Context: an optimization exercise on an open-source flow, tuned for a short achievable clock period and few clock cycles. The choices shown serve that exercise and are no tape-out recipe.
Function was checked by simulation only, so behaviour that the tests miss may differ from the original.
No activity file was given, so power comes from the tool's default toggle rates.

## job 5071
==> flow/design.v (excerpt) <==
module nr_mcu(clk, enable, code_addr, code_din, emif_addr, emif_wr_n, emif_rd_n, emif_din, emif_dout);
   input            clk;
   input            enable;
   output [15:0]    code_addr;
   input [39:0]     code_din;
   output [31:0]    emif_addr;
   reg [31:0]       emif_addr;
   output           emif_wr_n;
   reg              emif_wr_n;
   output           emif_rd_n;
   reg              emif_rd_n;
   output [31:0]    emif_din;
   reg [31:0]       emif_din;
   input [31:0]     emif_dout;
   localparam K_READ = 0, K_WRITE = 1, K_IREAD = 2, K_IWRITE = 3, K_SET = 4,
              K_ADD = 5, K_AND = 6, K_OR = 7, K_XOR = 8, K_SHL = 9, K_SHR = 10,
              K_SHL4 = 11, K_SHR4 = 12, K_DELAY = 13;
   localparam NK = 14;
   integer i;
   reg [15:0]       pc_f;
   reg              d_v;
   reg [15:0]       d_pc1;
   reg              sk_v;
   reg [39:0]       sk_w;
   reg [15:0]       sk_pc1;
  ...
Size: roughly 4300 cells after synthesis, roughly 160 I/O pins, about 62000 um2 of cells after synthesis.
Settings: LEC_CHECK=0, ABC_CLOCK_PERIOD_IN_PS=1500, CAP_MARGIN=20, CORE_MARGIN=2, CORE_UTILIZATION=40, CTS_CLUSTER_DIAMETER=60, CTS_CLUSTER_SIZE=20, SETUP_SLACK_MARGIN=4.4, SLEW_MARGIN=20; clock period 7.0 ns.
run.sh (not shown) runs the stock make flow with config.mk's settings and CLKGATE_MAP_FILE= SYNTH_SCRIPT=/design/flow/synth_recipe.tcl, a recipe that flattens the netlist after the stock synthesis.
Testbench counts of job 5071, summed over its fixed seeds: cycles 59,949.
Input-level comparison between job 544 and job 5071:
- CORE_UTILIZATION: 40 -> 35
## What came out
Non-clock buffer count: job 544 higher than job 5071
[compare] base=job 5071 new=job 544: area growth from synthesis to final layout higher, number of combinational gates with multiple inputs barely changed.
Summary of job 544 over job 5071: clock tree cell share of total cell area up 0.16 points, setup slack down 0.058 ns.
Final non-filler cell area: job 544 vs job 5071 up 0.75%
Changes in job 2572 relative to job 544:
- CTS_CLUSTER_SIZE no longer set, was 20
- CTS_CLUSTER_DIAMETER no longer set, was 60
- GPL_ROUTABILITY_DRIVEN now 0, previously not set
Notes after the runs:
- Between job 544 and job 2572, the post-route clock period utilization is lower for job 544.
- In the flow results for job 544 and job 2572, the count of nets after finishing is larger on job 2572.
- For area after detailed placement, job 544 and job 2572 come out practically identical.
- Job 2572 reports a higher clock network fraction of design power than job 544 does.
- Clock group power went up by more than 10% going from job 544 to job 2572.
- In the tables for job 544 and job 2572, post-route minimum period reads higher with job 2572.
- From job 544 to job 2572 the numbers moved as follows: power now larger, number of buffers added by the clock tree synthesis step higher.
- The total standard cell area after synthesis of job 544 and that of job 2572 are within noise of each other.
- Clock tree skew after final layout in job 2572 is 0.055 ns lower than in job 544
### job 2572 -> job 4322
- clearing GPL_ROUTABILITY_DRIVEN, which used to be 0
- putting PLACE_DENSITY_LB_ADDON at 0.1 where nothing was set
- swapping 4.4 for 4.2 in SETUP_SLACK_MARGIN
## What came out
- Job 4322 | status: complete | timing, DRC, antenna: pass
- Taking job 2572 as the reference, in job 4322 via count shows a reduction of 2.1%, met2 demand-to-capacity share in global routing shows an increase of 6.1 points, combinational share of power shows a reduction of 0.4 points.
- The sequential share of layout area of job 4322 exceeds that of job 2572 by 0.15 points.
- Row setup slack: job 4322 higher / job 2572 lower
- Compared with job 2572, job 4322 shows a higher clock group share of total power.
- The final critical-path required period of job 4322 falls short of that of job 2572 by 0.052 ns.
- On job 4322: met1 usage in global routing is 5.2 points higher than what job 2572 gave.
- Count of plain and timing-repair buffers in the layout in job 4322 is 1.2% above job 2572.
- Against job 2572 as the reference, job 4322 delivers a higher worst slew slack as a fraction of its limit.
- Design area across job 4322 and job 2572: no real change.
Input-level comparison between job 7723 and job 4322:
- a change of SETUP_SLACK_MARGIN from 4.2 to 4.4
- a deleted PLACE_DENSITY_LB_ADDON that had been 0.1
==> notes.md <==
- Timing, DRC, antenna: 0 failures across job 7723 and job 4322
- Register fraction of the total cell area: job 7723 and job 4322 compared, lower one is job 7723
- Number of standard cells in the layout, taps in and fillers out on job 7723 is down relative to job 4322.
- Going from job 4322 to job 7723, number of gates resized after cts grows by 16%.
- Summary: with job 4322 as the reference, cell area after layout in job 7723 moved up slightly.
- Overall routed net length (higher): job 4322
- Looking at minimum period implied by the final worst setup slack, job 7723 sits 0.041 ns higher than job 4322 does.
Input-level comparison between job 8996 and job 7723:
- swapping 4.4 for 4.5 in SETUP_SLACK_MARGIN
- swapping 1500 for 1000 in ABC_CLOCK_PERIOD_IN_PS
Notes after the runs:
Post-layout total power across job 7723 and job 8996: no real change. Compared with job 7723, count of clock-buffer cells in the layout in job 8996 increased by a few percent. In the metrics for job 7723 and job 8996, the one carrying the lower post-route clock period utilization is job 7723. Setup slack after layout delta for job 8996 relative to job 7723: 0.034 ns lower. Combinational power share essentially unchanged between job 7723 and job 8996.

* * *

Setup of onyx:
Starting RTL as in the previous note.
make LEC_CHECK=0 ABC_CLOCK_PERIOD_IN_PS=1500 CAP_MARGIN=20 CORE_MARGIN=2 CORE_UTILIZATION=35 CTS_CLUSTER_DIAMETER=60 CTS_CLUSTER_SIZE=20 SETUP_SLACK_MARGIN=4.6 SLEW_MARGIN=20 finish   # period 7.0 ns
Testbench counts of onyx, summed over its fixed seeds: cycles 59,949.
The following lists how willow was set up differently from onyx:
- clearing CTS_CLUSTER_SIZE, which used to be 20
- clearing CTS_CLUSTER_DIAMETER, which used to be 60
- swapping 35 for 40 in CORE_UTILIZATION
- swapping 1500 for 1200 in ABC_CLOCK_PERIOD_IN_PS
==> notes.md <==
Via count: willow vs onyx up 1.1%
Summary — worst setup timing slack at the placement stage, willow relative to onyx: lower, by 0.078 ns.
Measured against willow, the power per cell area of onyx comes out at 0.930 times the reference value.
Sort onyx and willow by internal power asc -> top: onyx
On total DRC errors in the routed layout, onyx tracks willow almost exactly.
Looking at share of power burned in the clock network, willow sits 5.4 points above onyx.
onyx → willow: count of plain and timing-repair buffers went down; shortest period the worst path allows went down; final non-filler cell area went up; total of clock buffers placed in the layout went up.
diff inputs: willow => nickel
- changing SETUP_SLACK_MARGIN from 4.6 to 4.4
Notes after the runs:
Between nickel and willow, the ratio of final minimum period to clock period does not differ in any meaningful way.
willow -> nickel: synthesized netlist cell count delta 0, exact match
Taking willow as the reference point, the final critical-path setup slack of nickel rises by 0.0078 ns.
[nickel vs willow] via count: lower in nickel
The non-clock buffer total of the final layout number comes out higher for willow vs nickel.
[diff] wire length, nickel relative to willow: improvement
In the tables for nickel and willow, shortest clock period the worst path allows after layout reads lower with nickel.
Compared with willow, in nickel clock buffer count fell by 6.8%, post-detailed-route wirelength per cell fell 0.99%.
For fjord, these inputs were changed with respect to nickel:
- ABC_CLOCK_PERIOD_IN_PS: 1200 -> 1500
- CORE_UTILIZATION: 40 -> 30
Findings:
Result for fjord and nickel: all clean
Cell area | fjord vs nickel | fjord larger
Of the two candidates, nickel has the better wire length after detailed routing and fjord the worse one.
For total power consumption of the routed design, fjord and nickel come out practically identical.
In terms of sequential fraction of design power, fjord and nickel differ only marginally.
#### Input delta (garnet over fjord)
- CORE_UTILIZATION: 30 -> 35
- TNS_END_PERCENT: unset -> 20
[summary]
Total power per unit cell area went up slightly going from fjord to garnet.
Switching power total ends up higher on fjord.
From garnet to fjord, total number of cells along the worst setup path did not move at all.
garnet vs fjord on number of ordinary and repair buffers in the finished layout: garnet is the lower one.

port drivers added, routing unchanged:
The results above use ideal ports. As a check the final layouts listed here were re-extracted and re-timed, cells and wires unchanged.
Step 1, drivers: a clkbuf_16 drives clk and a buf_2 each remaining input, both assumed.
Step 2 also shifts input and output timing later by t, the mid clock arrival at the registers, as if the neighbouring blocks saw the same clock.
Slacks: ideal ports / drivers / drivers and shift; pairs: ideal ports / drivers.
| run | t (ns) | setup WS [ns] | hold slack, ns | worst data-port slew with drivers (ns) | pins driven straight from the clock port |
|---|---|---|---|---|---|
| job 5071 | 0.828 | 4.087 / 4.010 / 3.304 | 0.321 / 0.321 / 0.321 | 0.09 | 1 |
| job 544 | 0.826 | 4.028 / 3.948 / 3.334 | 0.321 / 0.321 / 0.321 | 0.14 | 1 |
| job 2572 | 0.873 | 4.002 / 3.918 / 3.275 | 0.325 / 0.325 / 0.325 | 0.13 | 1 |
| job 4322 | 0.889 | 4.055 / 3.975 / 3.232 | 0.337 / 0.337 / 0.337 | 0.10 | 1 |
| job 7723 | 0.869 | 4.013 / 3.930 / 3.346 | 0.296 / 0.296 / 0.296 | 0.12 | 1 |
| job 8996 | 0.878 | 3.979 / 3.901 / 3.293 | 0.332 / 0.332 / 0.332 | 0.07 | 1 |
| onyx | 0.832 | 3.961 / 3.880 / 3.214 | 0.323 / 0.323 / 0.323 | 0.10 | 1 |
| willow | 0.885 | 4.016 / 3.977 / 3.274 | 0.337 / 0.337 / 0.337 | 0.07 | 1 |
| nickel | 0.875 | 4.024 / 3.946 / 3.283 | 0.308 / 0.308 / 0.308 | 0.08 | 1 |
| fjord | 0.859 | 3.970 / 3.891 / 3.338 | 0.335 / 0.335 / 0.335 | 0.15 | 1 |
| garnet | 0.859 | 4.011 / 3.931 / 3.351 | 0.304 / 0.304 / 0.304 | 0.07 | 1 |
After both steps setup and hold are still met in every run listed. For job 4322, which loses most, drivers alone change the setup slack by -0.080 ns; drivers and shift together by -0.823 ns.
